What follows belongs to an exercise in optimizing a design on an open flow for small area; a production flow would make more cautious choices. RTL that was checked went through simulation tests only; none was proved equivalent to the original.

==> inputs of v19 <==
// NfiVe32_CORE
module NfiVe32_CORE (
	input					HCLK,							 
	input					HRESETn,						 
	output 	wire [31:0]		HADDR,				 
	output 	wire [ 2:0]  	HSIZE,				 
	output 	wire [ 1:0]  	HTRANS,				 
	output 	wire [31:0]  	HWDATA,				 
	output 	wire         	HWRITE,				 
	input  	wire [31:0]  	HRDATA,				 
	input  	wire         	HREADY,				 
	output	wire			SLEEP,
  	input  	wire         	NMI,				 
  	input  	wire         	IRQ,				 
    input  	wire [4:0]   	IRQ_NUM,			 
  	input  	wire 	    	SYSTICKCLK,			 
	output	wire			SYSTICKINT,
  	output 	wire [31:0]		IRQ_MASK,
	output	wire			SAFE_TO_HALT
);
==> module mul, before the edit <==
module mul (
    input  wire [1:0]  cnt,
    input  wire [1:0]  op,           
    input  wire [31:0] op1, op2,
    input  wire [63:0] P,
    output wire [63:0] Pn,
    output wire [31:0] result
);
    wire        a32 = ((op == 2'b01) | (op == 2'b10)) & op1[31];    
    reg  [7:0]  c;
    always @*
        case (cnt)
            2'd0:    c = op2[7:0];
            2'd1:    c = op2[15:8];
            2'd2:    c = op2[23:16];
            default: c = op2[31:24];
        endcase
    wire        c8 = (op == 2'b01) & op2[31] & (cnt == 2'd3);         
    wire [33:0] hi = (cnt == 2'd0) ? 34'd0 : P[63:30];
    wire [41:0] row0 = {9'd0, ~(a32 & c[0]), op1 & {32{c[0]}}};
    wire [41:0] row1 = {8'd0, ~(a32 & c[1]), op1 & {32{c[1]}}, 1'd0};
    wire [41:0] row2 = {7'd0, ~(a32 & c[2]), op1 & {32{c[2]}}, 2'd0};
    wire [41:0] row3 = {6'd0, ~(a32 & c[3]), op1 & {32{c[3]}}, 3'd0};
    wire [41:0] row4 = {5'd0, ~(a32 & c[4]), op1 & {32{c[4]}}, 4'd0};
    wire [41:0] row5 = {4'd0, ~(a32 & c[5]), op1 & {32{c[5]}}, 5'd0};
    wire [41:0] row6 = {3'd0, ~(a32 & c[6]), op1 & {32{c[6]}}, 6'd0};
    wire [41:0] row7 = {2'd0, ~(a32 & c[7]), op1 & {32{c[7]}}, 7'd0};
    wire [41:0] row8 = {1'd0, a32 & c8, ~(op1 & {32{c8}}), 8'd0};
    wire [41:0] rowh = {8'd0, ~hi[33], hi[32:0]};
    localparam [41:0] K = 42'h200_0000_0000 + 42'h1_0000_0000 + 42'h100 - 42'h2_0000_0000;
    wire [41:0] t  = row0 + row1 + row2 + row3 + row4 + row5 + row6 + row7 + row8 + rowh + K;
    assign Pn     = {t[41:8], 6'd0, t[7:0], P[23:8]};
    assign result = (op == 2'b00) ? {t[7:0], P[23:0]} : t[39:8];
endmodule
export LEC_CHECK = 0
export ABC_AREA = 1
export CAP_MARGIN = 20
export CORE_MARGIN = 2
export CORE_UTILIZATION = 50
export CTS_BUF_LIST = sky130_fd_sc_hd__clkbuf_8
export CTS_CLUSTER_DIAMETER = 50
export CTS_CLUSTER_SIZE = 15
export SLEW_MARGIN = 10
create_clock -name core_clock -period 15.0 [get_ports {HCLK}]
standard.sh (not shown) runs the stock make flow with config.mk's settings and CLKGATE_MAP_FILE= SYNTH_SCRIPT=/design/flow/synth_recipe.tcl, a recipe that flattens the netlist after the stock synthesis.
==> flow/flow/run.sh <==
#!/bin/bash
# The standard layout with two changes:
#  - synthesis maps with an area-first ABC script (flow/abc_area.script:
#    "map -a" in place of "map -B 0.9"); everything else in ORFS is unchanged,
#    the scripts are used from a copy so that only that one file differs;
#  - clock tree synthesis adds no dummy loads and uses clkbuf_8 leaf clusters.
set -euo pipefail
W=$(pwd)
rm -rf "$W/orfs_scripts"
cp -r "$FLOW_HOME/scripts" "$W/orfs_scripts"
cp "$W/flow/abc_area.script" "$W/orfs_scripts/abc_area.script"
export SCRIPTS_DIR="$W/orfs_scripts"
export CTS_ARGS="-sink_clustering_enable -repair_clock_nets -dont_use_dummy_load -sink_clustering_size 15 -sink_clustering_max_diameter 50 -buf_list sky130_fd_sc_hd__clkbuf_8"
bash standard.sh > "$W/standard_flow.log" 2>&1
==> flow/flow/abc_area.script <==
strash
dch
map -a
topo
stime -c
buffer -c
upsize -c
dnsize -c
==> v31 (differences from v19) <==
--- a/flow/design.v
+++ b/flow/design.v
@@ -235,15 +235,15 @@
 	always @(posedge clk or negedge rst_n)
 		if (!rst_n) cnt <= 6'd0;
 		else if (start) cnt <= cnt + 6'd1;
 		else cnt <= 6'd0;
 	assign done = ((cnt == 6'd2) & (ismul | dz)) | (cnt == 6'd35);
 	wire [63:0] p_mul, p_div;
 	wire [31:0] r_mul, r_div;
-	mul mul_unit (.cnt(cnt[1:0]), .op(op[1:0]), .op1(op1), .op2(op2), .P(P), .Pn(p_mul), .result(r_mul));
+	mul mul_unit (.cnt(start ? cnt[1:0] : 2'd3), .op(op[1:0]), .op1(op1), .op2(op2), .P(P), .Pn(p_mul), .result(r_mul));
 	div div_unit (.cnt(cnt), .op(op[1:0]), .op1(op1), .op2(op2), .dz(dz), .P(P), .Pn(p_div), .result(r_div),
 	              .sub_a(div_a), .sub(div_sub), .sum(alu_s), .carry(alu_c));
 	always @(posedge clk)
 		if (wb_we)
 			P[31:0] <= wb_d;
 		else if (start & (ismul | (cnt <= 6'd33)))
 			P <= ismul ? p_mul : p_div;
@@ -352,41 +352,41 @@
         3'b001:  taken = ~zf;
         3'b100:  taken = lt;
         3'b101:  taken = ~lt;
         3'b110: taken = ltu;
         3'b111: taken = ~ltu;
         default:  taken = 1'b0;
     endcase
-    wire [31:0] pci     =   PC + imm;
+    wire [31:0] agu     =   ((instr_load | instr_store | instr_jalr) ? r1 : PC) + imm;
     wire        four    =   C0 | IS32;
     wire [30:0] pcinc_h;
     radd #(31) pc_inc  (.a(PC[31:1]), .b({29'd0, four, ~four}), .ci(1'b0), .s(pcinc_h), .co());
     wire [31:0] pcinc   =   {pcinc_h, PC[0]};
-    wire [31:0] npc     =   ((taken & instr_branch) | instr_jal) ? pci : instr_jalr ? alur : pcinc;
+    wire [31:0] npc     =   ((taken & instr_branch) | instr_jal | instr_jalr) ? agu : pcinc;
 	wire [31:0] mul_div_r;
 	wire [31:0] WB;              
 	wire        mul_div_done;
 	NfiVe_MDU MULDIV(
 		.clk(HCLK), .rst_n(HRESETn), .start(C2 & instr_muldiv), .done(mul_div_done),
 		.op(func3), .op1(r1), .op2(r2), .result(mul_div_r),
-		.wb_we(C2 & ~instr_muldiv), .wb_d(instr_auipc ? pci : pcinc), .wb_q(WB),
+		.wb_we(C2 & ~instr_muldiv), .wb_d(instr_auipc ? agu : pcinc), .wb_q(WB),
 		.div_a(div_a), .div_sub(div_sub), .alu_s(alur), .alu_c(alu_co)
 	);
-    wire [1:0]  la      =   alur[1:0];
+    wire [1:0]  la      =   agu[1:0];
     wire [7:0]  lb      =   (la==2'd0) ? HRDATA[7:0] : (la==2'd1) ? HRDATA[15:8] : (la==2'd2) ? HRDATA[23:16] : HRDATA[31:24];
     wire [15:0] lh      =   la[1] ? HRDATA[31:16] : HRDATA[15:0];
     wire [31:0] hrdata  =   (func3[1:0]==2'd0) ? {{24{lb[7] & ~func3[2]}}, lb} :
                             (func3[1:0]==2'd1) ? {{16{lh[15] & ~func3[2]}}, lh} : HRDATA;
 	wire [31:0] rf_dw	= 	(instr_jal | instr_jalr | instr_auipc) ? WB : 
                             instr_load      ?   hrdata  : 
 							instr_muldiv    ?	mul_div_r : alur;
     always @(posedge HCLK)
         if (rf_wr & C3 & (rd != 5'd0))
             RF[rd] <= rf_dw;
-    assign HADDR        = ~RUN ? 32'h0 : C3 ? {PC[31:2],2'b0} : C0 ? {pcinc[31:2],2'b0} : alur;
+    assign HADDR        = ~RUN ? 32'h0 : C3 ? {PC[31:2],2'b0} : C0 ? {pcinc[31:2],2'b0} : agu;
     assign HTRANS[0]    = 1'h0;
     assign HTRANS[1]    = ~RUN | C3 | (C0 & unaligned) | (C2 & (instr_load | instr_store));
     assign HWRITE       = C2 & instr_store;
     assign HSIZE        = {1'b0, INSTR[13:12]};
     assign HWDATA       = INSTR[13] ? r2 : INSTR[12] ? {2{r2[15:0]}} : {4{r2[7:0]}};
 	assign SLEEP        = C3 & instr_wfi;
     assign IRQ_MASK     = CSR_IRQMASK;
==> flow/flow/run.sh (replaced) <==
#!/bin/bash
set -e
export CTS_ARGS="-sink_clustering_enable -repair_clock_nets -dont_use_dummy_load -sink_clustering_size 10 -sink_clustering_max_diameter 50 -buf_list sky130_fd_sc_hd__clkbuf_4"
bash standard.sh > standard_flow.log 2>&1
==> flow/config.mk (replaced) <==
export PLATFORM = sky130hd
export DESIGN_NAME = NfiVe32_CORE
export DESIGN_NICKNAME = NfiVe32_CORE
export VERILOG_FILES = /design/flow/design.v
export SDC_FILE = /design/flow/constraint.sdc
export NUM_CORES = 4
export LEC_CHECK = 0
export ABC_AREA = 1
export CAP_MARGIN = 20
export CORE_MARGIN = 2
export CORE_UTILIZATION = 55
export CTS_BUF_LIST = sky130_fd_sc_hd__clkbuf_4
export CTS_CLUSTER_DIAMETER = 50
export CTS_CLUSTER_SIZE = 10
export SLEW_MARGIN = 10
removed: flow/flow/abc_area.script
==> v23 (differences from v19) <==
--- a/flow/design.v
+++ b/flow/design.v
@@ -462,37 +462,30 @@
     input  wire [1:0]  cnt,
     input  wire [1:0]  op,           
     input  wire [31:0] op1, op2,
     input  wire [63:0] P,
     output wire [63:0] Pn,
     output wire [31:0] result
 );
-    wire        a32 = ((op == 2'b01) | (op == 2'b10)) & op1[31];    
-    reg  [7:0]  c;
+    wire        sa = (op == 2'b01) | (op == 2'b10);
+    wire        sb = (op == 2'b01);
+    wire [32:0] a  = {sa & op1[31], op1};
+    reg  [8:0]  c;
     always @*
         case (cnt)
-            2'd0:    c = op2[7:0];
-            2'd1:    c = op2[15:8];
-            2'd2:    c = op2[23:16];
-            default: c = op2[31:24];
+            2'd0:    c = {1'b0, op2[7:0]};
+            2'd1:    c = {1'b0, op2[15:8]};
+            2'd2:    c = {1'b0, op2[23:16]};
+            default: c = {sb & op2[31], op2[31:24]};
         endcase
-    wire        c8 = (op == 2'b01) & op2[31] & (cnt == 2'd3);         
+    wire signed [32:0] as = a;
+    wire signed [8:0]  cs = c;
+    wire signed [41:0] pp = as * cs;
     wire [33:0] hi = (cnt == 2'd0) ? 34'd0 : P[63:30];
-    wire [41:0] row0 = {9'd0, ~(a32 & c[0]), op1 & {32{c[0]}}};
-    wire [41:0] row1 = {8'd0, ~(a32 & c[1]), op1 & {32{c[1]}}, 1'd0};
-    wire [41:0] row2 = {7'd0, ~(a32 & c[2]), op1 & {32{c[2]}}, 2'd0};
-    wire [41:0] row3 = {6'd0, ~(a32 & c[3]), op1 & {32{c[3]}}, 3'd0};
-    wire [41:0] row4 = {5'd0, ~(a32 & c[4]), op1 & {32{c[4]}}, 4'd0};
-    wire [41:0] row5 = {4'd0, ~(a32 & c[5]), op1 & {32{c[5]}}, 5'd0};
-    wire [41:0] row6 = {3'd0, ~(a32 & c[6]), op1 & {32{c[6]}}, 6'd0};
-    wire [41:0] row7 = {2'd0, ~(a32 & c[7]), op1 & {32{c[7]}}, 7'd0};
-    wire [41:0] row8 = {1'd0, a32 & c8, ~(op1 & {32{c8}}), 8'd0};
-    wire [41:0] rowh = {8'd0, ~hi[33], hi[32:0]};
-    localparam [41:0] K = 42'h200_0000_0000 + 42'h1_0000_0000 + 42'h100 - 42'h2_0000_0000;
-    wire [41:0] t  = row0 + row1 + row2 + row3 + row4 + row5 + row6 + row7 + row8 + rowh + K;
+    wire [41:0] t  = pp + {{8{hi[33]}}, hi};
     assign Pn     = {t[41:8], 6'd0, t[7:0], P[23:8]};
     assign result = (op == 2'b00) ? {t[7:0], P[23:0]} : t[39:8];
 endmodule
 module div (
     input  wire [5:0]  cnt,
     input  wire [1:0]  op,           
     input  wire [31:0] op1, op2,
==> flow/run.sh (new file) <==
#!/bin/bash
# synth_recipe.tcl (not shown) runs the flow's synth.tcl, then flattens the netlist and writes it again
# the make line also repeats each setting of config.mk as NAME=value (left out here)
make -C /OpenROAD-flow-scripts/flow DESIGN_CONFIG=/design/flow/config.mk WORK_HOME=/design/flow/orfs CLKGATE_MAP_FILE= SYNTH_SCRIPT=/design/flow/synth_recipe.tcl finish
==> flow/config.mk (replaced) <==
export PLATFORM = sky130hd
export DESIGN_NAME = NfiVe32_CORE
export DESIGN_NICKNAME = NfiVe32_CORE
export VERILOG_FILES = /design/flow/design.v
export SDC_FILE = /design/flow/constraint.sdc
export NUM_CORES = 4
export LEC_CHECK = 0
export ABC_AREA = 1
export CAP_MARGIN = 0
export CORE_MARGIN = 2
export CORE_UTILIZATION = 65
export CTS_BUF_LIST = sky130_fd_sc_hd__clkbuf_8
export CTS_CLUSTER_DIAMETER = 100
export CTS_CLUSTER_SIZE = 30
export GPL_TIMING_DRIVEN = 0
export SLEW_MARGIN = 0
removed: flow/flow/run.sh
removed: flow/flow/abc_area.script
removed: flow/standard.sh
==> metrics.md <==
| Metric | Value |
|---|---|
| Synth top area share | `0.438` |
| Final Util | `0.592` |
| Outcome | `finished clean` |
| Max-cap violations | `0` |
| Max layer used | `met5` |
| Inverters | `823` |
| DRT Pass-1 Iters | `10` |
| Worst slew margin | `0.139` |
That was v19.
==> metrics.md <==
| Metric | Value |
|---|---|
| Post-route insts no fill | `10900` |
| TritonCTS clock tree | `built` |
| Non-clock buffers | `623` |
| Outcome | `finished clean` |
| Hold depth | `2` |
| Drt total wl | `328000 µm` |
| Inverters | `857` |
| Max layer used | `met5` |
| Max-cap violations | `0` |
| XOR/XNOR Fraction of Synth Area | `0.0156` |
| Arrival @ worst endpoint | `15.35 ns` |
| Final Util | `0.607` |
| Synth top area share | `0.425` |
| DRT Pass-1 Iters | `7` |
| Worst slew margin | `0.121` |
That was v31.
==> metrics.md <==
| Metric | Value |
|---|---|
| Outcome | `did not finish` |
| Number of synthesized flops with an enable pin | `1120` |
| Grt peak-use layer | `met2` |
| Synth top area share | `0.419` |
| Post-Synth Adder-Cell Area | `0.119` |
| Post-Syn Area | `80300 µm²` |
| Largest net degree at the start of global routing | `104` |
| Stop err | `[ERROR GRT-0116] Global routing finished with congestion. Check the congestion regions in the DRC Viewer.` |
| Largest family of logic cells by synthesized area | `simple AND/OR/NAND/NOR gates` |
| XOR/XNOR Fraction of Synth Area | `0.0172` |
| Placed Area | `85700 µm²` |
| Max Root-Sink Buffers | `3` |
| Synth cell count leaders | `2372 x nand2_1, 1120 x edfxtp_1, 830 x inv_1, 555 x nand3_1, 545 x o21ai_0` |
| Synth Flop Type | `edfxtp_1` |
| Row count | `128` |
| Largest cells by area after synthesis | `edfxtp_1 42%, nand2_1 11%, fa_1 7.0%` |
| Met1 usage | `0.766` |
| Stopping stage | `global routing (5_1_grt)` |
That was v23.
For v23, only the layout was checked, not whether the RTL still works.

-- what the ideal ports hide --
How much do the figures lean on ideal ports? The routed layouts below were timed once more, with nothing changed but the port constraints. Step 1 assumes that a clkbuf_16 drives the clock port and a buf_2 every other input. Step 2, shift: input delay + t, output delay - t, t = (earliest + latest rising clock arrival at the registers) / 2. This alone moves slack from input paths to output paths. Slacks: ideal ports / drivers / drivers and shift; pairs: ideal ports / drivers.
| run | shift t [ns] | setup WS [ns] | hold WS [ns] | worst setup path after step 2 | cell pins on the clock port's net |
|---|---|---|---|---|---|
| v19 | 0.970 | 0.328 / 0.267 / -0.472 | 0.484 / 0.484 / 0.484 | input to register | 1 |
| v31 | 1.313 | 0.662 / 0.626 / -0.687 | 0.486 / 0.486 / 0.486 | input to register | 1 |
Met with ideal ports but missed after step 2: setup timing in v19 and v31. For v31, which loses most, drivers alone change the setup slack by -0.036 ns; drivers and shift together by -1.349 ns.
